Context: an optimization exercise on an open-source flow, tuned for small area and a short achievable clock period. The choices shown serve that exercise and are no tape-out recipe. In this exercise RTL edits were held to simulation tests only and were not proved equivalent to the original. Power is estimated from default activity; no workload was simulated.

==> flow/design.v <==
`timescale 1ns / 1ps
module fa(input a, b, c, output s, co);
    assign s = a ^ b ^ c;
    assign co = (a & b) | (a & c) | (b & c);
endmodule
module fx(input a, b, c, output s, co);
    wire t = a ^ b;
    assign s = t ^ c;
    assign co = t ? c : a;
endmodule
module ha(input a, b, output s, co);
    assign s = a ^ b;
    assign co = a & b;
endmodule
module Optimized_Wallace(
    input clk, rst,
    input [15:0] A, B,
    output reg [31:0] PRODUCT
);
    reg [15:0] ra;
    reg rb15;
    reg one0;
    reg two0;
    reg neg0;
    reg one1;
    reg two1;
    reg neg1;
    reg one2;
    reg two2;
    reg neg2;
    reg one3;
    reg two3;
    reg neg3;
    reg one4;
    reg two4;
    reg neg4;
    reg one5;
    reg two5;
    reg neg5;
    reg one6;
    reg two6;
    reg neg6;
    reg one7;
    reg two7;
    reg neg7;
    reg [126:0] r2;
    reg [57:0] r3;
    reg v1, v2, v3;
    wire pp1 = ((one0 & ra[0])) ^ neg0;
    wire pp2 = ((one0 & ra[1]) | (two0 & ra[0])) ^ neg0;
    wire pp3 = ((one0 & ra[2]) | (two0 & ra[1])) ^ neg0;
    wire pp4 = ((one0 & ra[3]) | (two0 & ra[2])) ^ neg0;
    wire pp5 = ((one0 & ra[4]) | (two0 & ra[3])) ^ neg0;
    wire pp6 = ((one0 & ra[5]) | (two0 & ra[4])) ^ neg0;
    wire pp7 = ((one0 & ra[6]) | (two0 & ra[5])) ^ neg0;
    wire pp8 = ((one0 & ra[7]) | (two0 & ra[6])) ^ neg0;
    wire pp9 = ((one0 & ra[8]) | (two0 & ra[7])) ^ neg0;
    wire pp10 = ((one0 & ra[9]) | (two0 & ra[8])) ^ neg0;
    wire pp11 = ((one0 & ra[10]) | (two0 & ra[9])) ^ neg0;
    wire pp12 = ((one0 & ra[11]) | (two0 & ra[10])) ^ neg0;
    wire pp13 = ((one0 & ra[12]) | (two0 & ra[11])) ^ neg0;
    wire pp14 = ((one0 & ra[13]) | (two0 & ra[12])) ^ neg0;
    wire pp15 = ((one0 & ra[14]) | (two0 & ra[13])) ^ neg0;
    wire pp16 = ((one0 & ra[15]) | (two0 & ra[14])) ^ neg0;
    wire pp17 = ((two0 & ra[15])) ^ neg0;
    wire ns18 = ~neg0;
    wire pp19 = ((one1 & ra[0])) ^ neg1;
    wire pp20 = ((one1 & ra[1]) | (two1 & ra[0])) ^ neg1;
    wire pp21 = ((one1 & ra[2]) | (two1 & ra[1])) ^ neg1;
    wire pp22 = ((one1 & ra[3]) | (two1 & ra[2])) ^ neg1;
    wire pp23 = ((one1 & ra[4]) | (two1 & ra[3])) ^ neg1;
    wire pp24 = ((one1 & ra[5]) | (two1 & ra[4])) ^ neg1;
    wire pp25 = ((one1 & ra[6]) | (two1 & ra[5])) ^ neg1;
    wire pp26 = ((one1 & ra[7]) | (two1 & ra[6])) ^ neg1;
    wire pp27 = ((one1 & ra[8]) | (two1 & ra[7])) ^ neg1;
    wire pp28 = ((one1 & ra[9]) | (two1 & ra[8])) ^ neg1;
    wire pp29 = ((one1 & ra[10]) | (two1 & ra[9])) ^ neg1;
    wire pp30 = ((one1 & ra[11]) | (two1 & ra[10])) ^ neg1;
    wire pp31 = ((one1 & ra[12]) | (two1 & ra[11])) ^ neg1;
    wire pp32 = ((one1 & ra[13]) | (two1 & ra[12])) ^ neg1;
    wire pp33 = ((one1 & ra[14]) | (two1 & ra[13])) ^ neg1;
    wire pp34 = ((one1 & ra[15]) | (two1 & ra[14])) ^ neg1;
    wire pp35 = ((two1 & ra[15])) ^ neg1;
    wire ns36 = ~neg1;
    wire pp37 = ((one2 & ra[0])) ^ neg2;
    wire pp38 = ((one2 & ra[1]) | (two2 & ra[0])) ^ neg2;
    wire pp39 = ((one2 & ra[2]) | (two2 & ra[1])) ^ neg2;
    wire pp40 = ((one2 & ra[3]) | (two2 & ra[2])) ^ neg2;
    wire pp41 = ((one2 & ra[4]) | (two2 & ra[3])) ^ neg2;
    wire pp42 = ((one2 & ra[5]) | (two2 & ra[4])) ^ neg2;
    wire pp43 = ((one2 & ra[6]) | (two2 & ra[5])) ^ neg2;
    wire pp44 = ((one2 & ra[7]) | (two2 & ra[6])) ^ neg2;
    wire pp45 = ((one2 & ra[8]) | (two2 & ra[7])) ^ neg2;
    wire pp46 = ((one2 & ra[9]) | (two2 & ra[8])) ^ neg2;
    wire pp47 = ((one2 & ra[10]) | (two2 & ra[9])) ^ neg2;
    wire pp48 = ((one2 & ra[11]) | (two2 & ra[10])) ^ neg2;
    wire pp49 = ((one2 & ra[12]) | (two2 & ra[11])) ^ neg2;
    wire pp50 = ((one2 & ra[13]) | (two2 & ra[12])) ^ neg2;
    wire pp51 = ((one2 & ra[14]) | (two2 & ra[13])) ^ neg2;
    wire pp52 = ((one2 & ra[15]) | (two2 & ra[14])) ^ neg2;
    wire pp53 = ((two2 & ra[15])) ^ neg2;
    wire ns54 = ~neg2;
    wire pp55 = ((one3 & ra[0])) ^ neg3;
    wire pp56 = ((one3 & ra[1]) | (two3 & ra[0])) ^ neg3;
    wire pp57 = ((one3 & ra[2]) | (two3 & ra[1])) ^ neg3;
    wire pp58 = ((one3 & ra[3]) | (two3 & ra[2])) ^ neg3;
    wire pp59 = ((one3 & ra[4]) | (two3 & ra[3])) ^ neg3;
    wire pp60 = ((one3 & ra[5]) | (two3 & ra[4])) ^ neg3;
    wire pp61 = ((one3 & ra[6]) | (two3 & ra[5])) ^ neg3;
    wire pp62 = ((one3 & ra[7]) | (two3 & ra[6])) ^ neg3;
    wire pp63 = ((one3 & ra[8]) | (two3 & ra[7])) ^ neg3;
    wire pp64 = ((one3 & ra[9]) | (two3 & ra[8])) ^ neg3;
    wire pp65 = ((one3 & ra[10]) | (two3 & ra[9])) ^ neg3;
    wire pp66 = ((one3 & ra[11]) | (two3 & ra[10])) ^ neg3;
    wire pp67 = ((one3 & ra[12]) | (two3 & ra[11])) ^ neg3;
    wire pp68 = ((one3 & ra[13]) | (two3 & ra[12])) ^ neg3;
    wire pp69 = ((one3 & ra[14]) | (two3 & ra[13])) ^ neg3;
    wire pp70 = ((one3 & ra[15]) | (two3 & ra[14])) ^ neg3;
    wire pp71 = ((two3 & ra[15])) ^ neg3;
    wire ns72 = ~neg3;
    wire pp73 = ((one4 & ra[0])) ^ neg4;
    wire pp74 = ((one4 & ra[1]) | (two4 & ra[0])) ^ neg4;
    wire pp75 = ((one4 & ra[2]) | (two4 & ra[1])) ^ neg4;
    wire pp76 = ((one4 & ra[3]) | (two4 & ra[2])) ^ neg4;
    wire pp77 = ((one4 & ra[4]) | (two4 & ra[3])) ^ neg4;
    wire pp78 = ((one4 & ra[5]) | (two4 & ra[4])) ^ neg4;
    wire pp79 = ((one4 & ra[6]) | (two4 & ra[5])) ^ neg4;
    wire pp80 = ((one4 & ra[7]) | (two4 & ra[6])) ^ neg4;
    wire pp81 = ((one4 & ra[8]) | (two4 & ra[7])) ^ neg4;
    wire pp82 = ((one4 & ra[9]) | (two4 & ra[8])) ^ neg4;
    wire pp83 = ((one4 & ra[10]) | (two4 & ra[9])) ^ neg4;
    wire pp84 = ((one4 & ra[11]) | (two4 & ra[10])) ^ neg4;
    wire pp85 = ((one4 & ra[12]) | (two4 & ra[11])) ^ neg4;
    wire pp86 = ((one4 & ra[13]) | (two4 & ra[12])) ^ neg4;
    wire pp87 = ((one4 & ra[14]) | (two4 & ra[13])) ^ neg4;
    wire pp88 = ((one4 & ra[15]) | (two4 & ra[14])) ^ neg4;
    wire pp89 = ((two4 & ra[15])) ^ neg4;
    wire ns90 = ~neg4;
    wire pp91 = ((one5 & ra[0])) ^ neg5;
    wire pp92 = ((one5 & ra[1]) | (two5 & ra[0])) ^ neg5;
    wire pp93 = ((one5 & ra[2]) | (two5 & ra[1])) ^ neg5;
    wire pp94 = ((one5 & ra[3]) | (two5 & ra[2])) ^ neg5;
    wire pp95 = ((one5 & ra[4]) | (two5 & ra[3])) ^ neg5;
    wire pp96 = ((one5 & ra[5]) | (two5 & ra[4])) ^ neg5;
    wire pp97 = ((one5 & ra[6]) | (two5 & ra[5])) ^ neg5;
    wire pp98 = ((one5 & ra[7]) | (two5 & ra[6])) ^ neg5;
    wire pp99 = ((one5 & ra[8]) | (two5 & ra[7])) ^ neg5;
    wire pp100 = ((one5 & ra[9]) | (two5 & ra[8])) ^ neg5;
    wire pp101 = ((one5 & ra[10]) | (two5 & ra[9])) ^ neg5;
    wire pp102 = ((one5 & ra[11]) | (two5 & ra[10])) ^ neg5;
    wire pp103 = ((one5 & ra[12]) | (two5 & ra[11])) ^ neg5;
    wire pp104 = ((one5 & ra[13]) | (two5 & ra[12])) ^ neg5;
    wire pp105 = ((one5 & ra[14]) | (two5 & ra[13])) ^ neg5;
    wire pp106 = ((one5 & ra[15]) | (two5 & ra[14])) ^ neg5;
    wire pp107 = ((two5 & ra[15])) ^ neg5;
    wire ns108 = ~neg5;
    wire pp109 = ((one6 & ra[0])) ^ neg6;
    wire pp110 = ((one6 & ra[1]) | (two6 & ra[0])) ^ neg6;
    wire pp111 = ((one6 & ra[2]) | (two6 & ra[1])) ^ neg6;
    wire pp112 = ((one6 & ra[3]) | (two6 & ra[2])) ^ neg6;
    wire pp113 = ((one6 & ra[4]) | (two6 & ra[3])) ^ neg6;
    wire pp114 = ((one6 & ra[5]) | (two6 & ra[4])) ^ neg6;
    wire pp115 = ((one6 & ra[6]) | (two6 & ra[5])) ^ neg6;
    wire pp116 = ((one6 & ra[7]) | (two6 & ra[6])) ^ neg6;
    wire pp117 = ((one6 & ra[8]) | (two6 & ra[7])) ^ neg6;
    wire pp118 = ((one6 & ra[9]) | (two6 & ra[8])) ^ neg6;
    wire pp119 = ((one6 & ra[10]) | (two6 & ra[9])) ^ neg6;
    wire pp120 = ((one6 & ra[11]) | (two6 & ra[10])) ^ neg6;
    wire pp121 = ((one6 & ra[12]) | (two6 & ra[11])) ^ neg6;
    wire pp122 = ((one6 & ra[13]) | (two6 & ra[12])) ^ neg6;
    wire pp123 = ((one6 & ra[14]) | (two6 & ra[13])) ^ neg6;
    wire pp124 = ((one6 & ra[15]) | (two6 & ra[14])) ^ neg6;
    wire pp125 = ((two6 & ra[15])) ^ neg6;
    wire ns126 = ~neg6;
    wire pp127 = ((one7 & ra[0])) ^ neg7;
    wire pp128 = ((one7 & ra[1]) | (two7 & ra[0])) ^ neg7;
    wire pp129 = ((one7 & ra[2]) | (two7 & ra[1])) ^ neg7;
    wire pp130 = ((one7 & ra[3]) | (two7 & ra[2])) ^ neg7;
    wire pp131 = ((one7 & ra[4]) | (two7 & ra[3])) ^ neg7;
    wire pp132 = ((one7 & ra[5]) | (two7 & ra[4])) ^ neg7;
    wire pp133 = ((one7 & ra[6]) | (two7 & ra[5])) ^ neg7;
    wire pp134 = ((one7 & ra[7]) | (two7 & ra[6])) ^ neg7;
    wire pp135 = ((one7 & ra[8]) | (two7 & ra[7])) ^ neg7;
    wire pp136 = ((one7 & ra[9]) | (two7 & ra[8])) ^ neg7;
    wire pp137 = ((one7 & ra[10]) | (two7 & ra[9])) ^ neg7;
    wire pp138 = ((one7 & ra[11]) | (two7 & ra[10])) ^ neg7;
    wire pp139 = ((one7 & ra[12]) | (two7 & ra[11])) ^ neg7;
    wire pp140 = ((one7 & ra[13]) | (two7 & ra[12])) ^ neg7;
    wire pp141 = ((one7 & ra[14]) | (two7 & ra[13])) ^ neg7;
    wire pp142 = ((one7 & ra[15]) | (two7 & ra[14])) ^ neg7;
    wire pp143 = ((two7 & ra[15])) ^ neg7;
    wire ns144 = ~neg7;
    wire pp145 = rb15 & ra[0];
    wire pp146 = rb15 & ra[1];
    wire pp147 = rb15 & ra[2];
    wire pp148 = rb15 & ra[3];
    wire pp149 = rb15 & ra[4];
    wire pp150 = rb15 & ra[5];
    wire pp151 = rb15 & ra[6];
    wire pp152 = rb15 & ra[7];
    wire pp153 = rb15 & ra[8];
    wire pp154 = rb15 & ra[9];
    wire pp155 = rb15 & ra[10];
    wire pp156 = rb15 & ra[11];
    wire pp157 = rb15 & ra[12];
    wire pp158 = rb15 & ra[13];
    wire pp159 = rb15 & ra[14];
    wire pp160 = rb15 & ra[15];
    wire s161, c162;
    fa u_s161 (.a(pp3), .b(pp19), .c(neg1), .s(s161), .co(c162));
    wire s163, c164;
    fa u_s163 (.a(pp5), .b(pp21), .c(pp37), .s(s163), .co(c164));
    wire s165, c166;
    fa u_s165 (.a(pp6), .b(pp22), .c(pp38), .s(s165), .co(c166));
    wire s167, c168;
    fa u_s167 (.a(pp7), .b(pp23), .c(pp39), .s(s167), .co(c168));
    wire s169, c170;
    fa u_s169 (.a(pp8), .b(pp24), .c(pp40), .s(s169), .co(c170));
    wire s171, c172;
    fa u_s171 (.a(pp9), .b(pp25), .c(pp41), .s(s171), .co(c172));
    wire s173, c174;
    fa u_s173 (.a(pp57), .b(pp73), .c(neg4), .s(s173), .co(c174));
    wire s175, c176;
    fa u_s175 (.a(pp10), .b(pp26), .c(pp42), .s(s175), .co(c176));
    wire s177, c178;
    fa u_s177 (.a(pp11), .b(pp27), .c(pp43), .s(s177), .co(c178));
    wire s179, c180;
    fa u_s179 (.a(pp59), .b(pp75), .c(pp91), .s(s179), .co(c180));
    wire s181, c182;
    fa u_s181 (.a(pp12), .b(pp28), .c(pp44), .s(s181), .co(c182));
    wire s183, c184;
    fa u_s183 (.a(pp60), .b(pp76), .c(pp92), .s(s183), .co(c184));
    wire s185, c186;
    fa u_s185 (.a(pp13), .b(pp29), .c(pp45), .s(s185), .co(c186));
    wire s187, c188;
    fa u_s187 (.a(pp61), .b(pp77), .c(pp93), .s(s187), .co(c188));
    wire s189, c190;
    fa u_s189 (.a(pp14), .b(pp30), .c(pp46), .s(s189), .co(c190));
    wire s191, c192;
    fa u_s191 (.a(pp62), .b(pp78), .c(pp94), .s(s191), .co(c192));
    wire s193, c194;
    fa u_s193 (.a(pp15), .b(pp31), .c(pp47), .s(s193), .co(c194));
    wire s195, c196;
    fa u_s195 (.a(pp63), .b(pp79), .c(pp95), .s(s195), .co(c196));
    wire s197, c198;
    fa u_s197 (.a(pp111), .b(pp127), .c(neg7), .s(s197), .co(c198));
    wire s199, c200;
    fa u_s199 (.a(pp16), .b(pp32), .c(pp48), .s(s199), .co(c200));
    wire s201, c202;
    fa u_s201 (.a(pp64), .b(pp80), .c(pp96), .s(s201), .co(c202));
    wire s203, c204;
    ha u_s203 (.a(pp112), .b(pp128), .s(s203), .co(c204));
    wire s205, c206;
    fa u_s205 (.a(pp17), .b(pp33), .c(pp49), .s(s205), .co(c206));
    wire s207, c208;
    fa u_s207 (.a(pp65), .b(pp81), .c(pp97), .s(s207), .co(c208));
    wire s209, c210;
    fa u_s209 (.a(pp113), .b(pp129), .c(pp145), .s(s209), .co(c210));
    wire s211, c212;
    fa u_s211 (.a(neg0), .b(pp34), .c(pp50), .s(s211), .co(c212));
    wire s213, c214;
    fa u_s213 (.a(pp66), .b(pp82), .c(pp98), .s(s213), .co(c214));
    wire s215, c216;
    fa u_s215 (.a(pp114), .b(pp130), .c(pp146), .s(s215), .co(c216));
    wire s217, c218;
    fa u_s217 (.a(neg0), .b(pp35), .c(pp51), .s(s217), .co(c218));
    wire s219, c220;
    fa u_s219 (.a(pp67), .b(pp83), .c(pp99), .s(s219), .co(c220));
    wire s221, c222;
    fa u_s221 (.a(pp115), .b(pp131), .c(pp147), .s(s221), .co(c222));
    wire s223, c224;
    fa u_s223 (.a(ns18), .b(ns36), .c(pp52), .s(s223), .co(c224));
    wire s225, c226;
    fa u_s225 (.a(pp68), .b(pp84), .c(pp100), .s(s225), .co(c226));
    wire s227, c228;
    fa u_s227 (.a(pp116), .b(pp132), .c(pp148), .s(s227), .co(c228));
    wire s229 = ~(pp53 ^ pp69);
    wire c230 = pp53 | pp69;
    wire s231, c232;
    fa u_s231 (.a(pp85), .b(pp101), .c(pp117), .s(s231), .co(c232));
    wire s233, c234;
    ha u_s233 (.a(pp133), .b(pp149), .s(s233), .co(c234));
    wire s235, c236;
    fa u_s235 (.a(ns54), .b(pp70), .c(pp86), .s(s235), .co(c236));
    wire s237, c238;
    fa u_s237 (.a(pp102), .b(pp118), .c(pp134), .s(s237), .co(c238));
    wire s239 = ~(pp71 ^ pp87);
    wire c240 = pp71 | pp87;
    wire s241, c242;
    fa u_s241 (.a(pp103), .b(pp119), .c(pp135), .s(s241), .co(c242));
    wire s243, c244;
    fa u_s243 (.a(ns72), .b(pp88), .c(pp104), .s(s243), .co(c244));
    wire s245, c246;
    fa u_s245 (.a(pp120), .b(pp136), .c(pp152), .s(s245), .co(c246));
    wire s247 = ~(pp89 ^ pp105);
    wire c248 = pp89 | pp105;
    wire s249, c250;
    fa u_s249 (.a(pp121), .b(pp137), .c(pp153), .s(s249), .co(c250));
    wire s251, c252;
    fa u_s251 (.a(ns90), .b(pp106), .c(pp122), .s(s251), .co(c252));
    wire s253 = ~(pp107 ^ pp123);
    wire c254 = pp107 | pp123;
    wire s255, c256;
    fa u_s255 (.a(ns108), .b(pp124), .c(pp140), .s(s255), .co(c256));
    wire s257 = ~(pp125 ^ pp141);
    wire c258 = pp125 | pp141;
    wire s259, c260;
    fa u_s259 (.a(ns126), .b(pp142), .c(pp158), .s(s259), .co(c260));
    wire s261 = ~(pp143 ^ pp159);
    wire c262 = pp143 | pp159;
    wire s263, c264;
    fa u_s263 (.a(r2[4]), .b(r2[5]), .c(r2[6]), .s(s263), .co(c264));
    wire s265, c266;
    fa u_s265 (.a(r2[11]), .b(r2[12]), .c(r2[13]), .s(s265), .co(c266));
    wire s267, c268;
    fa u_s267 (.a(r2[15]), .b(r2[16]), .c(r2[17]), .s(s267), .co(c268));
    wire s269, c270;
    fa u_s269 (.a(r2[18]), .b(r2[19]), .c(r2[20]), .s(s269), .co(c270));
    wire s271, c272;
    fa u_s271 (.a(r2[21]), .b(r2[22]), .c(r2[23]), .s(s271), .co(c272));
    wire s273, c274;
    fa u_s273 (.a(r2[26]), .b(r2[27]), .c(r2[28]), .s(s273), .co(c274));
    wire s275, c276;
    fa u_s275 (.a(r2[30]), .b(r2[31]), .c(r2[32]), .s(s275), .co(c276));
    wire s277, c278;
    fa u_s277 (.a(r2[34]), .b(r2[35]), .c(r2[36]), .s(s277), .co(c278));
    wire s279, c280;
    fa u_s279 (.a(r2[37]), .b(r2[38]), .c(r2[39]), .s(s279), .co(c280));
    wire s281, c282;
    fa u_s281 (.a(r2[40]), .b(r2[41]), .c(r2[42]), .s(s281), .co(c282));
    wire s283, c284;
    ha u_s283 (.a(r2[43]), .b(r2[44]), .s(s283), .co(c284));
    wire s285, c286;
    fa u_s285 (.a(r2[45]), .b(r2[46]), .c(r2[47]), .s(s285), .co(c286));
    wire s287, c288;
    ha u_s287 (.a(r2[48]), .b(r2[49]), .s(s287), .co(c288));
    wire s289, c290;
    fa u_s289 (.a(r2[50]), .b(r2[51]), .c(r2[52]), .s(s289), .co(c290));
    wire s291, c292;
    fa u_s291 (.a(r2[53]), .b(r2[54]), .c(r2[55]), .s(s291), .co(c292));
    wire s293, c294;
    fa u_s293 (.a(r2[56]), .b(r2[57]), .c(r2[58]), .s(s293), .co(c294));
    wire s295, c296;
    fa u_s295 (.a(r2[59]), .b(r2[60]), .c(r2[61]), .s(s295), .co(c296));
    wire s297, c298;
    fa u_s297 (.a(r2[62]), .b(r2[63]), .c(r2[64]), .s(s297), .co(c298));
    wire s299, c300;
    fa u_s299 (.a(r2[65]), .b(r2[66]), .c(r2[67]), .s(s299), .co(c300));
    wire s301, c302;
    fa u_s301 (.a(r2[68]), .b(r2[69]), .c(r2[70]), .s(s301), .co(c302));
    wire s303, c304;
    fa u_s303 (.a(r2[71]), .b(r2[72]), .c(r2[73]), .s(s303), .co(c304));
    wire s305, c306;
    fa u_s305 (.a(r2[74]), .b(r2[75]), .c(r2[76]), .s(s305), .co(c306));
    wire s307, c308;
    fa u_s307 (.a(r2[77]), .b(r2[78]), .c(r2[79]), .s(s307), .co(c308));
    wire s309, c310;
    fa u_s309 (.a(r2[80]), .b(r2[81]), .c(r2[82]), .s(s309), .co(c310));
    wire s311, c312;
    fa u_s311 (.a(r2[83]), .b(r2[84]), .c(r2[85]), .s(s311), .co(c312));
    wire s313, c314;
    fa u_s313 (.a(r2[86]), .b(r2[87]), .c(r2[88]), .s(s313), .co(c314));
    wire s315, c316;
    fa u_s315 (.a(r2[89]), .b(r2[90]), .c(r2[91]), .s(s315), .co(c316));
    wire s317, c318;
    fa u_s317 (.a(r2[92]), .b(r2[93]), .c(r2[94]), .s(s317), .co(c318));
    wire s319, c320;
    ha u_s319 (.a(r2[95]), .b(r2[96]), .s(s319), .co(c320));
    wire s321, c322;
    fa u_s321 (.a(r2[97]), .b(r2[98]), .c(r2[99]), .s(s321), .co(c322));
    wire s323, c324;
    fa u_s323 (.a(r2[101]), .b(r2[102]), .c(r2[103]), .s(s323), .co(c324));
    wire s325, c326;
    fa u_s325 (.a(r2[105]), .b(r2[106]), .c(r2[107]), .s(s325), .co(c326));
    wire s327, c328;
    fa u_s327 (.a(r2[110]), .b(r2[111]), .c(r2[112]), .s(s327), .co(c328));
    wire s329, c330;
    fa u_s329 (.a(r2[114]), .b(r2[115]), .c(r2[116]), .s(s329), .co(c330));
    wire s331, c332;
    fa u_s331 (.a(r2[117]), .b(r2[118]), .c(r2[119]), .s(s331), .co(c332));
    wire s333, c334;
    fa u_s333 (.a(r2[124]), .b(r2[125]), .c(r2[126]), .s(s333), .co(c334));
    wire s335, c336;
    fa u_s335 (.a(c264), .b(r2[7]), .c(r2[8]), .s(s335), .co(c336));
    wire s337, c338;
    fa u_s337 (.a(c270), .b(s271), .c(r2[24]), .s(s337), .co(c338));
    wire s339, c340;
    fa u_s339 (.a(c272), .b(s273), .c(r2[29]), .s(s339), .co(c340));
    wire s341, c342;
    fa u_s341 (.a(c274), .b(s275), .c(r2[33]), .s(s341), .co(c342));
    wire s343, c344;
    fa u_s343 (.a(c276), .b(s277), .c(s279), .s(s343), .co(c344));
    wire s345, c346;
    fa u_s345 (.a(c278), .b(c280), .c(s281), .s(s345), .co(c346));
    wire s347, c348;
    fa u_s347 (.a(c282), .b(c284), .c(s285), .s(s347), .co(c348));
    wire s349, c350;
    fa u_s349 (.a(c286), .b(c288), .c(s289), .s(s349), .co(c350));
    wire s351, c352;
    fa u_s351 (.a(c290), .b(c292), .c(s293), .s(s351), .co(c352));
    wire s353, c354;
    fa u_s353 (.a(c294), .b(c296), .c(s297), .s(s353), .co(c354));
    wire s355, c356;
    fa u_s355 (.a(c298), .b(c300), .c(s301), .s(s355), .co(c356));
    wire s357, c358;
    fa u_s357 (.a(c302), .b(c304), .c(s305), .s(s357), .co(c358));
    wire s359, c360;
    fa u_s359 (.a(c306), .b(c308), .c(s309), .s(s359), .co(c360));
    wire s361, c362;
    fa u_s361 (.a(c310), .b(c312), .c(s313), .s(s361), .co(c362));
    wire s363, c364;
    fa u_s363 (.a(c314), .b(c316), .c(s317), .s(s363), .co(c364));
    wire s365, c366;
    fa u_s365 (.a(c318), .b(c320), .c(s321), .s(s365), .co(c366));
    wire s367, c368;
    fa u_s367 (.a(c322), .b(s323), .c(r2[104]), .s(s367), .co(c368));
    wire s369, c370;
    fa u_s369 (.a(c324), .b(s325), .c(r2[108]), .s(s369), .co(c370));
    wire s371, c372;
    fa u_s371 (.a(c326), .b(s327), .c(r2[113]), .s(s371), .co(c372));
    wire s373, c374;
    fa u_s373 (.a(c332), .b(r2[120]), .c(r2[121]), .s(s373), .co(c374));
    wire s375, c376;
    fa u_s375 (.a(c336), .b(r2[9]), .c(r2[10]), .s(s375), .co(c376));
    wire s377, c378;
    ha u_s377 (.a(s265), .b(r2[14]), .s(s377), .co(c378));
    wire s379, c380;
    ha u_s379 (.a(c266), .b(s267), .s(s379), .co(c380));
    wire s381, c382;
    ha u_s381 (.a(c268), .b(s269), .s(s381), .co(c382));
    wire s383, c384;
    ha u_s383 (.a(s337), .b(r2[25]), .s(s383), .co(c384));
    wire s385, c386;
    ha u_s385 (.a(c338), .b(s339), .s(s385), .co(c386));
    wire s387, c388;
    ha u_s387 (.a(c340), .b(s341), .s(s387), .co(c388));
    wire s389, c390;
    ha u_s389 (.a(c342), .b(s343), .s(s389), .co(c390));
    wire s391, c392;
    fa u_s391 (.a(c344), .b(s345), .c(s283), .s(s391), .co(c392));
    wire s393, c394;
    fa u_s393 (.a(c346), .b(s347), .c(s287), .s(s393), .co(c394));
    wire s395, c396;
    fa u_s395 (.a(c348), .b(s349), .c(s291), .s(s395), .co(c396));
    wire s397, c398;
    fa u_s397 (.a(c350), .b(s351), .c(s295), .s(s397), .co(c398));
    wire s399, c400;
    fa u_s399 (.a(c352), .b(s353), .c(s299), .s(s399), .co(c400));
    wire s401, c402;
    fa u_s401 (.a(c354), .b(s355), .c(s303), .s(s401), .co(c402));
    wire s403, c404;
    fa u_s403 (.a(c356), .b(s357), .c(s307), .s(s403), .co(c404));
    wire s405, c406;
    fa u_s405 (.a(c358), .b(s359), .c(s311), .s(s405), .co(c406));
    wire s407, c408;
    fa u_s407 (.a(c360), .b(s361), .c(s315), .s(s407), .co(c408));
    wire s409, c410;
    fa u_s409 (.a(c362), .b(s363), .c(s319), .s(s409), .co(c410));
    wire s411, c412;
    fa u_s411 (.a(c364), .b(s365), .c(r2[100]), .s(s411), .co(c412));
    wire s413, c414;
    ha u_s413 (.a(c366), .b(s367), .s(s413), .co(c414));
    wire s415, c416;
    fa u_s415 (.a(c368), .b(s369), .c(r2[109]), .s(s415), .co(c416));
    wire s417, c418;
    ha u_s417 (.a(c370), .b(s371), .s(s417), .co(c418));
    wire s419, c420;
    fa u_s419 (.a(c372), .b(c328), .c(s329), .s(s419), .co(c420));
    wire s421, c422;
    ha u_s421 (.a(c330), .b(s331), .s(s421), .co(c422));
    wire s423, c424;
    fa u_s423 (.a(c374), .b(r2[122]), .c(r2[123]), .s(s423), .co(c424));
    wire g425, p426;
    ha u_p426 (.a(r2[0]), .b(r2[1]), .s(p426), .co(g425));
    wire g427, p428;
    ha u_p428 (.a(c376), .b(s377), .s(p428), .co(g427));
    wire g429, p430;
    ha u_p430 (.a(c378), .b(s379), .s(p430), .co(g429));
    wire g431, p432;
    ha u_p432 (.a(c380), .b(s381), .s(p432), .co(g431));
    wire g433, p434;
    ha u_p434 (.a(c382), .b(s383), .s(p434), .co(g433));
    wire g435, p436;
    ha u_p436 (.a(c384), .b(s385), .s(p436), .co(g435));
    wire g437, p438;
    ha u_p438 (.a(c386), .b(s387), .s(p438), .co(g437));
    wire g439, p440;
    ha u_p440 (.a(c388), .b(s389), .s(p440), .co(g439));
    wire g441, p442;
    ha u_p442 (.a(c390), .b(s391), .s(p442), .co(g441));
    wire g443, p444;
    ha u_p444 (.a(c392), .b(s393), .s(p444), .co(g443));
    wire g445, p446;
    ha u_p446 (.a(c394), .b(s395), .s(p446), .co(g445));
    wire g447, p448;
    ha u_p448 (.a(c396), .b(s397), .s(p448), .co(g447));
    wire g449, p450;
    ha u_p450 (.a(c398), .b(s399), .s(p450), .co(g449));
    wire g451, p452;
    ha u_p452 (.a(c400), .b(s401), .s(p452), .co(g451));
    wire g453, p454;
    ha u_p454 (.a(c402), .b(s403), .s(p454), .co(g453));
    wire g455, p456;
    ha u_p456 (.a(c404), .b(s405), .s(p456), .co(g455));
    wire g457, p458;
    ha u_p458 (.a(c406), .b(s407), .s(p458), .co(g457));
    wire g459, p460;
    ha u_p460 (.a(c408), .b(s409), .s(p460), .co(g459));
    wire g461, p462;
    ha u_p462 (.a(c410), .b(s411), .s(p462), .co(g461));
    wire g463, p464;
    ha u_p464 (.a(c412), .b(s413), .s(p464), .co(g463));
    wire g465, p466;
    ha u_p466 (.a(c414), .b(s415), .s(p466), .co(g465));
    wire g467, p468;
    ha u_p468 (.a(c416), .b(s417), .s(p468), .co(g467));
    wire g469, p470;
    ha u_p470 (.a(c418), .b(s419), .s(p470), .co(g469));
    wire g471, p472;
    ha u_p472 (.a(c420), .b(s421), .s(p472), .co(g471));
    wire g473, p474;
    ha u_p474 (.a(c422), .b(s373), .s(p474), .co(g473));
    wire g475, p476;
    ha u_p476 (.a(c424), .b(s333), .s(p476), .co(g475));
    wire G477 = 1'b0 | (r3[2] & r3[1]);
    wire P478 = r3[2] & r3[0];
    wire G479 = 1'b0 | (r3[3] & 1'b0);
    wire P480 = r3[3] & r3[2];
    wire G481 = 1'b0 | (r3[4] & 1'b0);
    wire P482 = r3[4] & r3[3];
    wire G483 = 1'b0 | (r3[5] & 1'b0);
    wire P484 = r3[5] & r3[4];
    wire G485 = 1'b0 | (r3[6] & 1'b0);
    wire P486 = r3[6] & r3[5];
    wire G487 = r3[8] | (r3[7] & 1'b0);
    wire P488 = r3[7] & r3[6];
    wire G489 = r3[10] | (r3[9] & r3[8]);
    wire P490 = r3[9] & r3[7];
    wire G491 = r3[12] | (r3[11] & r3[10]);
    wire P492 = r3[11] & r3[9];
    wire G493 = r3[14] | (r3[13] & r3[12]);
    wire P494 = r3[13] & r3[11];
    wire G495 = r3[16] | (r3[15] & r3[14]);
    wire P496 = r3[15] & r3[13];
    wire G497 = r3[18] | (r3[17] & r3[16]);
    wire P498 = r3[17] & r3[15];
    wire G499 = r3[20] | (r3[19] & r3[18]);
    wire P500 = r3[19] & r3[17];
    wire G501 = r3[22] | (r3[21] & r3[20]);
    wire P502 = r3[21] & r3[19];
    wire G503 = r3[24] | (r3[23] & r3[22]);
    wire P504 = r3[23] & r3[21];
    wire G505 = r3[26] | (r3[25] & r3[24]);
    wire P506 = r3[25] & r3[23];
    wire G507 = r3[28] | (r3[27] & r3[26]);
    wire P508 = r3[27] & r3[25];
    wire G509 = r3[30] | (r3[29] & r3[28]);
    wire P510 = r3[29] & r3[27];
    wire G511 = r3[32] | (r3[31] & r3[30]);
    wire P512 = r3[31] & r3[29];
    wire G513 = r3[34] | (r3[33] & r3[32]);
    wire P514 = r3[33] & r3[31];
    wire G515 = r3[36] | (r3[35] & r3[34]);
    wire P516 = r3[35] & r3[33];
    wire G517 = r3[38] | (r3[37] & r3[36]);
    wire P518 = r3[37] & r3[35];
    wire G519 = r3[40] | (r3[39] & r3[38]);
    wire P520 = r3[39] & r3[37];
    wire G521 = r3[42] | (r3[41] & r3[40]);
    wire P522 = r3[41] & r3[39];
    wire G523 = r3[44] | (r3[43] & r3[42]);
    wire P524 = r3[43] & r3[41];
    wire G525 = r3[46] | (r3[45] & r3[44]);
    wire P526 = r3[45] & r3[43];
    wire G527 = r3[48] | (r3[47] & r3[46]);
    wire P528 = r3[47] & r3[45];
    wire G529 = r3[50] | (r3[49] & r3[48]);
    wire P530 = r3[49] & r3[47];
    wire G531 = r3[52] | (r3[51] & r3[50]);
    wire P532 = r3[51] & r3[49];
    wire G533 = r3[54] | (r3[53] & r3[52]);
    wire P534 = r3[53] & r3[51];
    wire G535 = 1'b0 | (r3[55] & r3[54]);
    wire P536 = r3[55] & r3[53];
    wire G537 = r3[57] | (r3[56] & 1'b0);
    wire P538 = r3[56] & r3[55];
    wire G539 = G479 | (P480 & r3[1]);
    wire P540 = P480 & r3[0];
    wire G541 = G481 | (P482 & G477);
    wire P542 = P482 & P478;
    wire G543 = G483 | (P484 & G479);
    wire P544 = P484 & P480;
    wire G545 = G485 | (P486 & G481);
    wire P546 = P486 & P482;
    wire G547 = G487 | (P488 & G483);
    wire P548 = P488 & P484;
    wire G549 = G489 | (P490 & G485);
    wire P550 = P490 & P486;
    wire G551 = G491 | (P492 & G487);
    wire P552 = P492 & P488;
    wire G553 = G493 | (P494 & G489);
    wire P554 = P494 & P490;
    wire G555 = G495 | (P496 & G491);
    wire P556 = P496 & P492;
    wire G557 = G497 | (P498 & G493);
    wire P558 = P498 & P494;
    wire G559 = G499 | (P500 & G495);
    wire P560 = P500 & P496;
    wire G561 = G501 | (P502 & G497);
    wire P562 = P502 & P498;
    wire G563 = G503 | (P504 & G499);
    wire P564 = P504 & P500;
    wire G565 = G505 | (P506 & G501);
    wire P566 = P506 & P502;
    wire G567 = G507 | (P508 & G503);
    wire P568 = P508 & P504;
    wire G569 = G509 | (P510 & G505);
    wire P570 = P510 & P506;
    wire G571 = G511 | (P512 & G507);
    wire P572 = P512 & P508;
    wire G573 = G513 | (P514 & G509);
    wire P574 = P514 & P510;
    wire G575 = G515 | (P516 & G511);
    wire P576 = P516 & P512;
    wire G577 = G517 | (P518 & G513);
    wire P578 = P518 & P514;
    wire G579 = G519 | (P520 & G515);
    wire P580 = P520 & P516;
    wire G581 = G521 | (P522 & G517);
    wire P582 = P522 & P518;
    wire G583 = G523 | (P524 & G519);
    wire P584 = P524 & P520;
    wire G585 = G525 | (P526 & G521);
    wire P586 = P526 & P522;
    wire G587 = G527 | (P528 & G523);
    wire P588 = P528 & P524;
    wire G589 = G529 | (P530 & G525);
    wire P590 = P530 & P526;
    wire G591 = G531 | (P532 & G527);
    wire P592 = P532 & P528;
    wire G593 = G533 | (P534 & G529);
    wire P594 = P534 & P530;
    wire G595 = G535 | (P536 & G531);
    wire P596 = P536 & P532;
    wire G597 = G537 | (P538 & G533);
    wire P598 = P538 & P534;
    wire G599 = G543 | (P544 & r3[1]);
    wire P600 = P544 & r3[0];
    wire G601 = G545 | (P546 & G477);
    wire P602 = P546 & P478;
    wire G603 = G547 | (P548 & G539);
    wire P604 = P548 & P540;
    wire G605 = G549 | (P550 & G541);
    wire P606 = P550 & P542;
    wire G607 = G551 | (P552 & G543);
    wire P608 = P552 & P544;
    wire G609 = G553 | (P554 & G545);
    wire P610 = P554 & P546;
    wire G611 = G555 | (P556 & G547);
    wire P612 = P556 & P548;
    wire G613 = G557 | (P558 & G549);
    wire P614 = P558 & P550;
    wire G615 = G559 | (P560 & G551);
    wire P616 = P560 & P552;
    wire G617 = G561 | (P562 & G553);
    wire P618 = P562 & P554;
    wire G619 = G563 | (P564 & G555);
    wire P620 = P564 & P556;
    wire G621 = G565 | (P566 & G557);
    wire P622 = P566 & P558;
    wire G623 = G567 | (P568 & G559);
    wire P624 = P568 & P560;
    wire G625 = G569 | (P570 & G561);
    wire P626 = P570 & P562;
    wire G627 = G571 | (P572 & G563);
    wire P628 = P572 & P564;
    wire G629 = G573 | (P574 & G565);
    wire P630 = P574 & P566;
    wire G631 = G575 | (P576 & G567);
    wire P632 = P576 & P568;
    wire G633 = G577 | (P578 & G569);
    wire P634 = P578 & P570;
    wire G635 = G579 | (P580 & G571);
    wire P636 = P580 & P572;
    wire G637 = G581 | (P582 & G573);
    wire P638 = P582 & P574;
    wire G639 = G583 | (P584 & G575);
    wire P640 = P584 & P576;
    wire G641 = G585 | (P586 & G577);
    wire P642 = P586 & P578;
    wire G643 = G587 | (P588 & G579);
    wire P644 = P588 & P580;
    wire G645 = G589 | (P590 & G581);
    wire P646 = P590 & P582;
    wire G647 = G591 | (P592 & G583);
    wire P648 = P592 & P584;
    wire G649 = G593 | (P594 & G585);
    wire P650 = P594 & P586;
    wire G651 = G595 | (P596 & G587);
    wire P652 = P596 & P588;
    wire G653 = G597 | (P598 & G589);
    wire P654 = P598 & P590;
    wire G655 = G607 | (P608 & r3[1]);
    wire P656 = P608 & r3[0];
    wire G657 = G609 | (P610 & G477);
    wire P658 = P610 & P478;
    wire G659 = G611 | (P612 & G539);
    wire P660 = P612 & P540;
    wire G661 = G613 | (P614 & G541);
    wire P662 = P614 & P542;
    wire G663 = G615 | (P616 & G599);
    wire P664 = P616 & P600;
    wire G665 = G617 | (P618 & G601);
    wire P666 = P618 & P602;
    wire G667 = G619 | (P620 & G603);
    wire P668 = P620 & P604;
    wire G669 = G621 | (P622 & G605);
    wire P670 = P622 & P606;
    wire G671 = G623 | (P624 & G607);
    wire P672 = P624 & P608;
    wire G673 = G625 | (P626 & G609);
    wire P674 = P626 & P610;
    wire G675 = G627 | (P628 & G611);
    wire P676 = P628 & P612;
    wire G677 = G629 | (P630 & G613);
    wire P678 = P630 & P614;
    wire G679 = G631 | (P632 & G615);
    wire P680 = P632 & P616;
    wire G681 = G633 | (P634 & G617);
    wire P682 = P634 & P618;
    wire G683 = G635 | (P636 & G619);
    wire P684 = P636 & P620;
    wire G685 = G637 | (P638 & G621);
    wire P686 = P638 & P622;
    wire G687 = G639 | (P640 & G623);
    wire P688 = P640 & P624;
    wire G689 = G641 | (P642 & G625);
    wire P690 = P642 & P626;
    wire G691 = G643 | (P644 & G627);
    wire P692 = P644 & P628;
    wire G693 = G645 | (P646 & G629);
    wire P694 = P646 & P630;
    wire G695 = G647 | (P648 & G631);
    wire P696 = P648 & P632;
    wire G697 = G649 | (P650 & G633);
    wire P698 = P650 & P634;
    wire G699 = G651 | (P652 & G635);
    wire P700 = P652 & P636;
    wire G701 = G653 | (P654 & G637);
    wire P702 = P654 & P638;
    wire G703 = G671 | (P672 & r3[1]);
    wire P704 = P672 & r3[0];
    wire G705 = G673 | (P674 & G477);
    wire P706 = P674 & P478;
    wire G707 = G675 | (P676 & G539);
    wire P708 = P676 & P540;
    wire G709 = G677 | (P678 & G541);
    wire P710 = P678 & P542;
    wire G711 = G679 | (P680 & G599);
    wire P712 = P680 & P600;
    wire G713 = G681 | (P682 & G601);
    wire P714 = P682 & P602;
    wire G715 = G683 | (P684 & G603);
    wire P716 = P684 & P604;
    wire G717 = G685 | (P686 & G605);
    wire P718 = P686 & P606;
    wire G719 = G687 | (P688 & G655);
    wire P720 = P688 & P656;
    wire G721 = G689 | (P690 & G657);
    wire P722 = P690 & P658;
    wire G723 = G691 | (P692 & G659);
    wire P724 = P692 & P660;
    wire G725 = G693 | (P694 & G661);
    wire P726 = P694 & P662;
    wire G727 = G695 | (P696 & G663);
    wire P728 = P696 & P664;
    wire G729 = G697 | (P698 & G665);
    wire P730 = P698 & P666;
    wire G731 = G699 | (P700 & G667);
    wire P732 = P700 & P668;
    wire G733 = G701 | (P702 & G669);
    wire P734 = P702 & P670;
    wire sum735 = r3[0];
    wire sum736 = r3[2] ^ r3[1];
    wire sum737 = r3[3] ^ G477;
    wire sum738 = r3[4] ^ G539;
    wire sum739 = r3[5] ^ G541;
    wire sum740 = r3[6] ^ G599;
    wire sum741 = r3[7] ^ G601;
    wire sum742 = r3[9] ^ G603;
    wire sum743 = r3[11] ^ G605;
    wire sum744 = r3[13] ^ G655;
    wire sum745 = r3[15] ^ G657;
    wire sum746 = r3[17] ^ G659;
    wire sum747 = r3[19] ^ G661;
    wire sum748 = r3[21] ^ G663;
    wire sum749 = r3[23] ^ G665;
    wire sum750 = r3[25] ^ G667;
    wire sum751 = r3[27] ^ G669;
    wire sum752 = r3[29] ^ G703;
    wire sum753 = r3[31] ^ G705;
    wire sum754 = r3[33] ^ G707;
    wire sum755 = r3[35] ^ G709;
    wire sum756 = r3[37] ^ G711;
    wire sum757 = r3[39] ^ G713;
    wire sum758 = r3[41] ^ G715;
    wire sum759 = r3[43] ^ G717;
    wire sum760 = r3[45] ^ G719;
    wire sum761 = r3[47] ^ G721;
    wire sum762 = r3[49] ^ G723;
    wire sum763 = r3[51] ^ G725;
    wire sum764 = r3[53] ^ G727;
    wire sum765 = r3[55] ^ G729;
    wire sum766 = r3[56] ^ G731;
    wire [31:0] sum = {sum766, sum765, sum764, sum763, sum762, sum761, sum760, sum759, sum758, sum757, sum756, sum755, sum754, sum753, sum752, sum751, sum750, sum749, sum748, sum747, sum746, sum745, sum744, sum743, sum742, sum741, sum740, sum739, sum738, sum737, sum736, sum735};
    always @(posedge clk or posedge rst) begin
        if (rst) begin
            v1 <= 1'b0; v2 <= 1'b0; v3 <= 1'b0;
            PRODUCT <= 32'd0;
        end else begin
            v1 <= 1'b1; v2 <= v1; v3 <= v2;
            PRODUCT <= sum & {32{v3}};
        end
    end
    always @(posedge clk) begin
        ra <= A;
        rb15 <= B[15];
        one0 <= B[0] ^ 1'b0;
        two0 <= (B[1] & ~B[0] & ~1'b0) | (~B[1] & B[0] & 1'b0);
        neg0 <= B[1] & ~(B[0] & 1'b0);
        one1 <= B[2] ^ B[1];
        two1 <= (B[3] & ~B[2] & ~B[1]) | (~B[3] & B[2] & B[1]);
        neg1 <= B[3] & ~(B[2] & B[1]);
        one2 <= B[4] ^ B[3];
        two2 <= (B[5] & ~B[4] & ~B[3]) | (~B[5] & B[4] & B[3]);
        neg2 <= B[5] & ~(B[4] & B[3]);
        one3 <= B[6] ^ B[5];
        two3 <= (B[7] & ~B[6] & ~B[5]) | (~B[7] & B[6] & B[5]);
        neg3 <= B[7] & ~(B[6] & B[5]);
        one4 <= B[8] ^ B[7];
        two4 <= (B[9] & ~B[8] & ~B[7]) | (~B[9] & B[8] & B[7]);
        neg4 <= B[9] & ~(B[8] & B[7]);
        one5 <= B[10] ^ B[9];
        two5 <= (B[11] & ~B[10] & ~B[9]) | (~B[11] & B[10] & B[9]);
        neg5 <= B[11] & ~(B[10] & B[9]);
        one6 <= B[12] ^ B[11];
        two6 <= (B[13] & ~B[12] & ~B[11]) | (~B[13] & B[12] & B[11]);
        neg6 <= B[13] & ~(B[12] & B[11]);
        one7 <= B[14] ^ B[13];
        two7 <= (B[15] & ~B[14] & ~B[13]) | (~B[15] & B[14] & B[13]);
        neg7 <= B[15] & ~(B[14] & B[13]);
        r2 <= {pp160, ns144, c262, s261, c260, s259, c258, pp157, s257, c256, pp156, s255, c254, pp155, pp139, s253, c252, pp154, pp138, s251, c250, c248, s249, s247, c246, c244, s245, s243, c242, c240, pp151, s241, s239, c238, c236, pp150, s237, s235, c234, c232, c230, s233, s231, s229, c228, c226, c224, s227, s225, s223, c222, c220, c218, s221, s219, s217, c216, c214, c212, s215, s213, s211, c210, c208, c206, s209, s207, s205, c204, c202, c200, s203, s201, s199, c198, c196, c194, s197, s195, s193, c192, c190, pp110, s191, s189, c188, c186, neg6, pp109, s187, s185, c184, c182, s183, s181, c180, c178, neg5, s179, s177, c176, pp74, pp58, s175, c174, c172, s173, s171, c170, pp56, s169, c168, neg3, pp55, s167, c166, s165, c164, neg2, s163, pp20, pp4, c162, s161, pp2, neg0, pp1};
        r3 <= {g475, p476, s423, g473, p474, g471, p472, g469, p470, g467, p468, g465, p466, g463, p464, g461, p462, g459, p460, g457, p458, g455, p456, g453, p454, g451, p452, g449, p450, g447, p448, g445, p446, g443, p444, g441, p442, g439, p440, g437, p438, g435, p436, g433, p434, g431, p432, g429, p430, g427, p428, s375, s335, s263, r2[3], r2[2], g425, p426};
    end
endmodule
==> flow/run.sh <==
#!/bin/bash
# synth_recipe.tcl (not shown) runs the flow's synth.tcl, then flattens the netlist and writes it again
# the make line also repeats each setting of config.mk as NAME=value (left out here)
make -C /OpenROAD-flow-scripts/flow DESIGN_CONFIG=/design/flow/config.mk WORK_HOME=/design/flow/orfs CLKGATE_MAP_FILE= SYNTH_SCRIPT=/design/flow/synth_recipe.tcl finish
==> flow/config.mk <==
export PLATFORM = sky130hd
export DESIGN_NAME = Optimized_Wallace
export DESIGN_NICKNAME = Optimized_Wallace
export VERILOG_FILES = /design/flow/design.v
export SDC_FILE = /design/flow/constraint.sdc
export NUM_CORES = 4
export LEC_CHECK = 0
export CAP_MARGIN = 20
export CORE_MARGIN = 2
export CORE_UTILIZATION = 40
export SETUP_SLACK_MARGIN = 1.4
export SLEW_MARGIN = 20
export SYNTH_HIERARCHICAL = 1
export SYNTH_MINIMUM_KEEP_SIZE = 0
export TNS_END_PERCENT = 0
==> flow/constraint.sdc <==
create_clock -name core_clock -period 3.0 [get_ports {clk}]
set_input_delay 0.6000 -clock core_clock [delete_from_list [all_inputs] [get_ports {clk}]]
set_output_delay 0.6000 -clock core_clock [all_outputs]
set_load 0.01 [all_outputs]
==> flow_metrics.env, run 1 <==
export IMPL_fill_cells=2848
export IMPL_p_leak_nw=5.72
export IMPL_io_pins=66
export IMPL_power_share_sequential_pct=37.2
export IMPL_drt_pre_antenna_iters=5
export IMPL_setup_tns_final_ns=0
export IMPL_cap_violations=0
export IMPL_clk_pin_slew_ns=0.06
export IMPL_synth_seq_cells=260
export IMPL_fin_crit_sh_pct=72.4
export IMPL_wl_um=28000
export IMPL_synthDistinctLibCells=57
export IMPL_drt_initial_drc_count=593
export IMPL_gp_congestion=0.819
export IMPL_hpwl_um=20000
export IMPL_fmax_mhz=460
export IMPL_ir_drop_uv=506
export IMPL_portBuffers=65
export IMPL_seq_area_um2=5380
export IMPL_maxSlewViolCount=0
export IMPL_setup_violations=0
export IMPL_grt_start_max_net_pins=36
export IMPL_layout_common_cells="dfxtp_1, xnor2_1, a22oi_1"
export IMPL_ant_nets=0
export IMPL_startpoint_type="flop"
export IMPL_nets=1309
export IMPL_regToRegStartpoint="r2[88]"
export IMPL_overflow=0
export IMPL_critical_path_max_fanout=1
export IMPL_power_density_nw_per_um2=1030
export IMPL_cts_buffers=30
export IMPL_p_int_mw=9.72
export IMPL_worstPathArrival_ns=2.61
export IMPL_die_h_um=181
export IMPL_cts_sinks=260
export IMPL_synthArstFlopShare_pct=13.5
export IMPL_synth_edf_count=0
export IMPL_antenna_found_initial=0
export IMPL_critical_path_class="reg2reg"
export IMPL_grtUsageTotal_pct=17.5
export IMPL_dieArea_um2=32800
export IMPL_finalHoldViolCount=0
export IMPL_grt_pass1_wl_um=46200
export IMPL_num_vias=7899
export IMPL_avgSynthCellArea_um2=11.5
export IMPL_mostFrequentLayoutCell="dfxtp_1"
export IMPL_drive_gt1_share_pct=7.50
export IMPL_pwr_share_clk_pct=25.2
export IMPL_timing_final_crit_period_ns=2.17
export IMPL_yosysSeqAreaShare_pct=42.9
export IMPL_synth_fp_nets=1287
export IMPL_grt_pass1_vias=8304
export IMPL_cts_htree_levels=1
export IMPL_switching_share_pct=35.1
export IMPL_diodes=0
export IMPL_synth_ff_type="dfxtp_1"
export IMPL_vias_per_cell=5.17
export IMPL_multi_input_area_um2=6730
export IMPL_cp_required_ns=3.44
export IMPL_slew_headroom_pct=42.2
export IMPL_initial_core_util_pct=40.8
export IMPL_wire_per_inst_um=18.3
export IMPL_fin_skew_ns=0.0171
export IMPL_end_kind="flop"
export IMPL_whs_ns=0.336
export IMPL_die_w_um=181
export IMPL_combPwrFrac_pct=37.6
export IMPL_tritoncts="built"
export IMPL_core_area_um2=30700
export IMPL_hp_class="reg2reg"
export IMPL_cts_max_path_buffers=3
export IMPL_crit_start="r2[88]"
export IMPL_syn_inst=1087
export IMPL_drc=0
export IMPL_rsz0062_at_grt="yes"
export IMPL_switchingPower_mw=5.26
export IMPL_root_buffer="clkbuf_16"
export IMPL_clock_latency_ns=0.55
export IMPL_tightest_slew_ns=0.866
export IMPL_status="timing/DRC/antenna clean"
export IMPL_yosys_warnings=7
export IMPL_area_growth_pct=15.7
export IMPL_cts_setup_buffers=0
export IMPL_hp_start="r2[3]"
export IMPL_synth_area_um2=12500
export IMPL_rows=64
-- area by class of cell --
cell class	instances	share of cell area [%]
timing repair buffer	79	5.20
tap	396	3.41
multi-input combinational	712	46.3
clock inverter	12	0.973
clock buffer	44	6.37
sequential	260	37.1
inverter	26	0.672
-- path summary, 6_finish.rpt --
path                       cells past startpoint  slack [ns]     endpoint
max in group asynchronous                      3        2.24  PRODUCT[29]
hold / removal                                 0        0.34        r3[3]
hold reg to reg                                0        0.34        r3[3]
setup reg to reg                               4        0.83       r3[37]
setup / recovery                               4        0.83       r3[37]
min in group asynchronous                      3        0.45   PRODUCT[0]
-- synth_stat cells (2+ instances only) --
cell / count / area (um2)
dfxtp_1: 225 / 4500
xnor2_1: 143 / 1250
a22oi_1: 123 / 923
fa_1: 111 / 2220
clkbuf_1: 78 / 293
ha_1: 55 / 688
nand2_1: 46 / 173
a21oi_1: 37 / 185
dfrtp_1: 35 / 876
nor2_1: 33 / 124
inv_1: 26 / 97.6
o21ai_0: 24 / 120
and2_1: 18 / 113
nand2b_1: 12 / 75.1
nor3_1: 10 / 50.1
xor2_1: 10 / 87.6
nand4_1: 9 / 56.3
nor2b_1: 9 / 56.3
buf_2: 8 / 40.0
nand3b_1: 7 / 52.6
o21a_1: 6 / 45.0
o21bai_1: 6 / 45.0
mux2i_1: 5 / 50.1
and3_1: 3 / 18.8
buf_1: 3 / 11.3
nand3_1: 3 / 15.0
o211ai_1: 3 / 22.5
a21o_1: 2 / 15.0
nand4_2: 2 / 25.0
nor3b_1: 2 / 15.0
nor4_1: 2 / 12.5
o21ai_1: 2 / 10.0
o221ai_1: 2 / 17.5
o31a_1: 2 / 17.5
o31ai_1: 2 / 15.0
or3_1: 2 / 12.5
-- stage by stage --
step,area (um2),power (mW),std cells,util (%),setup WS (ns)
final,14500,15.0,1529,47.2,0.827
after global routing,14500,16.4,1529,47.2,0.769
after CTS,14500,15.2,1529,47.2,0.823
after detailed placement,13500,11.3,1473,43.8,0.820
after global placement,13500,11.1,1473,43.8,0.853
after floorplan,12500,9.28,1087,-,0.899
-- kinds of logic after synthesis --
kind of cell / synth area share [%]
flops: 42.9
compound gates: 12.4
fa+ha+maj: 23.2
simple gates: 6.89
xor+xnor: 10.7
buf+inv: 3.52
mux: 0.399
other cells: 0.0299
-- state kept, by name, summed over array words and instances (netlist names), 16 cells and up --
name and cells:
r2 127, r3 57, PRODUCT 32, ra 16
-- power groups by stage --
stage / clock, mW / sequential (mW) / combinational (mW)
detailed placement: 0 / 5.65 / 5.65
CTS: 3.88 / 5.58 / 5.73
finish: 3.77 / 5.58 / 5.63
global route: 4.04 / 5.73 / 6.66
floorplan: 0 / 5.30 / 3.98
global placement: 0 / 5.63 / 5.47
-- per-layer routing --
metal / vias up / share of wire (%) / global-route usage (%)
li1: 3724 / - / -
met1: 3867 / 48 / 25.2
met2: 268 / 44 / 27.3
met3: 40 / 6.5 / 3.04
met4: 0 / 1.5 / 4.62
met5: - / 0 / 0
-- Yosys stat by module, one instance, submodules excluded --
module / cells / times used / flip-flops and latches
ha: 1 / 41 / 0
fa: 1 / 111 / 0
Optimized_Wallace: 935 / 1 / 260
-- worst max-delay path: stages, from the launching register on --
cell and delay (ns):
dfxtp_2 0.33, fa_1 0.58, fa_1 0.44, fa_1 0.44, ha_1 0.27
-- repair_timing --
action / 4_1_cts / 5_1_grt
pin swaps: 2 / 3
endpoints found under the setup margin: 190 / 199
hold buffers: 0 / 0
resized for setup: 1 / 1
==> inputs of run 2 (changes only) <==
--- a/flow/config.mk
+++ b/flow/config.mk
@@ -14,2 +14 @@
 export SYNTH_MINIMUM_KEEP_SIZE = 0
-export TNS_END_PERCENT = 0
==> flow_metrics.env, run 2 <==
export IMPL_io_pins=66
export IMPL_ir_drop_uv=503
export IMPL_cap_violations=0
export IMPL_core_area_um2=30700
export IMPL_critical_path_max_fanout=1
export IMPL_fmax_mhz=457
export IMPL_area_growth_pct=21.6
export IMPL_drc=0
export IMPL_rsz0062_at_grt="yes"
export IMPL_crit_start="r2[92]"
export IMPL_hp_start="r2[2]"
export IMPL_drt_initial_drc_count=483
export IMPL_wire_per_inst_um=18.6
export IMPL_synth_fp_nets=1287
export IMPL_synth_edf_count=0
export IMPL_yosysMostFrequentCell="dfxtp_1"
export IMPL_yosysSeqAreaShare_pct=42.9
export IMPL_critPathMostFrequentCell="fa_1"
export IMPL_syn_inst=1087
export IMPL_vias_per_cell=5.18
export IMPL_wl_um=28900
export IMPL_synth_ff_type="dfxtp_1"
export IMPL_fin_crit_sh_pct=72.9
export IMPL_multi_input_area_um2=7320
export IMPL_reg2reg_depth=4
export IMPL_hpwl_um=20200
export IMPL_die_h_um=181
export IMPL_synth_commonest_cells="dfxtp_1, xnor2_1, a22oi_1"
export IMPL_overflow=0
export IMPL_reg_top3="r2 x127, r3 x57, PRODUCT x32"
export IMPL_setup_violations=0
export IMPL_gp_congestion=0.832
export IMPL_root_buffer="clkbuf_16"
export IMPL_ant_nets=0
export IMPL_synthArstFlopShare_pct=13.5
export IMPL_drive_gt1_share_pct=27.6
export IMPL_mostFrequentLayoutCell="xnor2_1"
export IMPL_nets=1335
export IMPL_p_leak_nw=5.84
export IMPL_finish_instance_area_um2=15300
export IMPL_yosys_warnings=7
export IMPL_synthDistinctLibCells=57
export IMPL_slew_headroom_pct=57.9
export IMPL_cp_required_ns=3.44
export IMPL_crit_end="r3[39]"
export IMPL_whs_ns=0.325
export IMPL_largest_register="r2"
export IMPL_fill_cells=2780
export IMPL_grt_start_max_net_pins=36
export IMPL_status="timing/DRC/antenna clean"
export IMPL_tritoncts="built"
export IMPL_tightest_slew_ns=0.631
export IMPL_rows=64
export IMPL_synth_area_um2=12500
export IMPL_drt_pre_antenna_iters=5
export IMPL_synthTopCellsByArea="dfxtp_1, fa_1, xnor2_1, a22oi_1, dfrtp_1"
export IMPL_cts_htree_levels=1
export IMPL_crit_chain="fa_2 -> fa_1 -> fa_1 -> ha_2"
export IMPL_dieArea_um2=32800
export IMPL_hp_class="reg2reg"
export IMPL_largest_reg_flops=127
export IMPL_rrSetupSlack_ns=0.81
export IMPL_clk_pin_slew_ns=0.06
export IMPL_initial_core_util_pct=40.8
export IMPL_synth_area_leader_cell="dfxtp_1"
export IMPL_end_kind="flop"
export IMPL_grtUsageTotal_pct=18.0
export IMPL_antenna_found_initial=0
export IMPL_cts_buffers=28
export IMPL_synth_seq_cells=260
export IMPL_yosys_area_top_type_share_pct=35.9
export IMPL_slowest_delay_ns=0.57
export IMPL_place_area_um2=13500
export IMPL_portBuffers=65
export IMPL_startpoint_type="flop"
export IMPL_critical_path_class="reg2reg"
export IMPL_reg2reg_to="r3[39]"
export IMPL_avgSynthCellArea_um2=11.5
export IMPL_grt_pass1_vias=8465
export IMPL_regToRegStartpoint="r2[92]"
export IMPL_grt_pass1_wl_um=47200
export IMPL_clock_latency_ns=0.55
export IMPL_finalHoldViolCount=0
export IMPL_maxSlewViolCount=0
export IMPL_fin_skew_ns=0.0103
export IMPL_num_vias=8036
export IMPL_timing_final_crit_period_ns=2.19
export IMPL_cts_max_path_buffers=3
export IMPL_cts_hold_buf=0
export IMPL_diodes=0
export IMPL_die_w_um=181
export IMPL_layout_common_cells="xnor2_1, dfxtp_1, a22oi_1"
export IMPL_seq_area_um2=5600
export IMPL_crit_slowest_cell="fa_2"
export IMPL_power_density_nw_per_um2=1040
export IMPL_setup_tns_final_ns=0
export IMPL_cts_sinks=260
export IMPL_worstPathArrival_ns=2.62
==> run 2: Yosys stat by module, one instance, submodules excluded <==
| module | area (um2) | times used | flip-flops and latches | cells inside |
|---|---|---|---|---|
| Optimized_Wallace | 9810 | 1 | 260 | 935 |
| fa | 20.0 | 111 | 0 | 1 |
| ha | 12.5 | 41 | 0 | 1 |
==> run 2: layer usage <==
layer / global-route usage, % / share of wire [%] / vias to the layer above
li1: - / - / 3772
met1: 24.9 / 46 / 3961
met2: 28.3 / 45 / 251
met3: 3.99 / 6.6 / 52
met4: 5.17 / 2.4 / 0
met5: 0 / 0 / -
==> run 2: worst min path at each step <==
stage                       end  slack [ns]  cells after the start
final                     r3[2]        0.33                      0
after global routing      r3[2]        0.34                      0
after CTS                 r3[2]        0.33                      0
after detailed placement  r3[2]        0.31                      0
after global placement    r3[2]        0.31                      0
after floorplan           r3[2]        0.31                      0
==> run 2: kinds of logic (layout without fill, tap and decap cells) <==
group / count (synthesis) / in the layout / share of synthesized area, %
DFF: 260 / 260 / 42.9
AOI/OAI and AO/OA: 222 / 222 / 12.4
adders and majority gates: 166 / 166 / 23.2
and+or+nand+nor: 165 / 165 / 6.89
xor gates and xnor gates: 153 / 153 / 10.7
buffers and inverters: 115 / 184 / 3.52
muxes: 5 / 5 / 0.399
other: 1 / 1 / 0.0299
==> run 2: what timing repair did <==
item,CTS,global route
setup buffers,12,18
endpoints found under the setup margin,188,145
pin swaps,45,37
gates resized for setup,286,92
==> run 2: layout make-up <==
class,instances,area share [%]
multi-input combinational,712,48.0
timing repair buffer,107,5.88
clock buffer,37,4.94
tap,396,3.25
inverter,26,0.664
sequential,260,36.7
clock inverter,14,0.656
==> run 2: stage by stage <==
step	utilization [%]	worst slack, ns	cells	power, mW
after global placement	43.9	0.866	1471	11.2
after global routing	49.6	0.760	1552	17.4
final	49.6	0.812	1552	15.9
after floorplan	-	0.899	1087	9.32
after CTS	48.0	0.812	1534	15.4
after detailed placement	43.9	0.810	1471	11.4
==> run 2: critical path, delay by kind of cell (launching register included) <==
family	cells	cell delay, ns
adder cells (fa/ha/maj)	4	1.76
flip-flops	1	0.32
==> run 2: power by group <==
part	switching [mW]	leakage (nW)	total, mW	internal, mW
sequential	1.04	2.36	5.77	4.73
combinational	3.43	3.06	6.97	3.54
clock	1.39	0.424	3.18	1.78
==> inputs of run 3 (changes only) <==
--- a/flow/config.mk
+++ b/flow/config.mk
@@ -9,3 +9,3 @@
 export CORE_MARGIN = 2
-export CORE_UTILIZATION = 40
+export CORE_UTILIZATION = 65
 export SETUP_SLACK_MARGIN = 1.4
@@ -14 +14,2 @@
 export SYNTH_MINIMUM_KEEP_SIZE = 0
+export TNS_END_PERCENT = 0
==> flow_metrics.env, run 3 <==
export IMPL_setup_tns_final_ns=0
export IMPL_fin_skew_ns=0.0126
export IMPL_synth_ff_type="dfxtp_1"
export IMPL_wl_um=27100
export IMPL_regToRegStartpoint="r2[50]"
export IMPL_die_h_um=143
export IMPL_yosysMostFrequentCell="dfxtp_1"
export IMPL_rsz0062_at_grt="yes"
export IMPL_cts_htree_levels=1
export IMPL_synth_commonest_cells="dfxtp_1, xnor2_1, a22oi_1"
export IMPL_area_growth_pct=13.4
export IMPL_io_pins=66
export IMPL_die_w_um=143
export IMPL_cap_violations=0
export IMPL_clock_latency_ns=0.54
export IMPL_grtUsageTotal_pct=28.0
export IMPL_ant_nets=0
export IMPL_grt_pass1_vias=8378
export IMPL_portBuffers=65
export IMPL_grt_pass1_wl_um=44300
export IMPL_grt_start_max_net_pins=36
export IMPL_antenna_found_initial=0
export IMPL_ir_drop_uv=557
export IMPL_vias_per_cell=5.87
export IMPL_critical_path_max_fanout=1
export IMPL_wire_per_inst_um=19.5
export IMPL_reg2reg_depth=4
export IMPL_rows=50
export IMPL_rrSetupSlack_ns=0.81
export IMPL_num_vias=8149
export IMPL_tightest_slew_ns=0.922
export IMPL_drt_pre_antenna_iters=6
export IMPL_fmax_mhz=456
export IMPL_drive_gt1_share_pct=6.91
export IMPL_finish_instance_area_um2=14200
export IMPL_drt_initial_drc_count=689
export IMPL_critical_path_class="reg2reg"
export IMPL_hpwl_um=19000
export IMPL_maxSlewViolCount=0
export IMPL_grt_busiest_layer="met2"
export IMPL_end_kind="flop"
export IMPL_slew_headroom_pct=38.4
export IMPL_largest_register="r2"
export IMPL_yosysSeqAreaShare_pct=42.9
export IMPL_core_area_um2=18800
export IMPL_yosys_area_top_type_share_pct=35.9
export IMPL_hp_start="r2[2]"
export IMPL_synth_fp_nets=1287
export IMPL_hold_depth=0
export IMPL_tritoncts="built"
export IMPL_synth_seq_cells=260
export IMPL_fin_crit_sh_pct=73.1
export IMPL_cp_required_ns=3.42
export IMPL_yosys_warnings=7
export IMPL_root_buffer="clkbuf_16"
export IMPL_cts_hold_buf=0
export IMPL_synthArstFlopShare_pct=13.5
export IMPL_finalHoldViolCount=0
export IMPL_grt_use_met3_pct=5.67
export IMPL_clk_pin_slew_ns=0.06
export IMPL_hp_class="reg2reg"
export IMPL_setup_violations=0
export IMPL_synthTopCellsByArea="dfxtp_1, fa_1, xnor2_1, a22oi_1, dfrtp_1"
export IMPL_mostFrequentLayoutCell="dfxtp_1"
export IMPL_power_total_mw=14.8
export IMPL_grt_util_met1_pct=39.9
export IMPL_worstPathArrival_ns=2.61
export IMPL_reg2reg_to="r3[25]"
export IMPL_reg_top3="r2 x127, r3 x57, PRODUCT x32"
export IMPL_cts_buffers=28
export IMPL_diodes=0
export IMPL_cts_max_path_buffers=3
export IMPL_synth_area_leader_cell="dfxtp_1"
export IMPL_power_density_nw_per_um2=1040
export IMPL_synth_area_um2=12500
export IMPL_overflow=0
export IMPL_layout_common_cells="dfxtp_1, xnor2_1, a22oi_1"
export IMPL_drc=0
export IMPL_largest_reg_flops=127
export IMPL_synthDistinctLibCells=57
export IMPL_min_to="r3[2]"
export IMPL_synth_edf_count=0
export IMPL_nets=1306
export IMPL_syn_inst=1087
export IMPL_startpoint_type="flop"
export IMPL_grt_met2_usage_pct=43.8
export IMPL_cts_sinks=260
export IMPL_place_area_um2=13300
export IMPL_gp_congestion=0.850
export IMPL_avgSynthCellArea_um2=11.5
export IMPL_p_leak_nw=5.66
export IMPL_status="timing/DRC/antenna clean"
export IMPL_initial_core_util_pct=66.6
export IMPL_dieArea_um2=20400
export IMPL_timing_final_crit_period_ns=2.19
## run 3: changes by cell type in the layout (fill, tap and decap cells not counted), moves of 31 or more
cell | before | now
dfxtp_1 | 140 | 225
dfxtp_4 | 44 | 0
dfxtp_2 | 41 | 0
clkdlybuf4s50_1 | 33 | 65
buf_2 | 31 | 0
## run 3: routing by layer
metal | vias to the layer above | share of wire [%]
li1 | 3727 | -
met5 | - | 0
met4 | 0 | 2.4
met3 | 58 | 8.3
met2 | 360 | 45
met1 | 4004 | 44
## run 3: final cells by class
class	count	area, um2
fill	1299	4610
clock buffer	39	835
tap	260	325
timing repair buffer	78	748
clock inverter	13	109
inverter	26	97.6
multi-input combinational	712	6730
sequential	260	5380
## run 3: kinds of logic (layout without fill, tap and decap cells)
kind of cell	after synthesis	in the layout	share of synthesized area, %
other	1	1	0.0299
AND/OR/NAND/NOR	165	165	6.89
multiplexers	5	5	0.399
flip-flops	260	260	42.9
AO/OA/AOI/OAI	222	222	12.4
adder cells (fa/ha/maj)	166	166	23.2
XOR/XNOR	153	153	10.7
buffers and inverters	115	156	3.52
## run 3: how the worst max path moves through the flow
stage          startpoint     end  slack (ns)  cells after the start
6_report           r2[50]  r3[25]        0.81                      4
5_1_grt            r2[62]  r3[29]        0.75                      4
4_1_cts            r2[50]  r3[25]        0.79                      4
3_5_place_dp       r2[62]  r3[29]        0.81                      4
3_3_place_gp       r2[80]  r3[35]        0.88                      4
2_1_floorplan      r2[50]  r3[25]        0.90                      4
## run 3: repair_timing
item,CTS,global route
setup endpoints to repair,196,203
gates resized for setup,1,0
setup buffers,0,0
pin swaps,0,1
hold endpoints to repair,0,0
## run 3: metrics by stage
step	setup WS, ns	instances	hold WS [ns]	utilization [%]
2_1_floorplan	0.899	1087	0.310	-
3_3_place_gp	0.880	1336	0.314	70.5
3_5_place_dp	0.808	1336	0.314	70.5
4_1_cts	0.791	1388	0.328	75.5
5_1_grt	0.752	1388	0.334	75.5
6_report	0.806	1388	0.328	75.5
## run 3: power by group
part           internal [mW]  total (mW)  switching, mW
registers               4.63        5.59          0.958
clock network           2.04        3.42           1.38
logic                   2.82        5.75           2.93
## run 3: critical path: stages, from the launching register on
cell	delay, ns
dfxtp_1	0.31
fa_1	0.52
fa_1	0.56
fa_1	0.42
ha_1	0.28
## run 3: Yosys stat by module, one instance, submodules excluded
module / cells inside / cell area, um2 / copies in the design
ha: 1 / 12.5 / 41
Optimized_Wallace: 935 / 9810 / 1
fa: 1 / 20.0 / 111

Check on run 3: ideal ports give 0.806 ns setup slack; a clkbuf_16 on the clock port and buf_2 on the inputs give 0.806 ns; moving port delays by the midpoint clock arrival (0.575 ns) as well gives 0.806 ns.
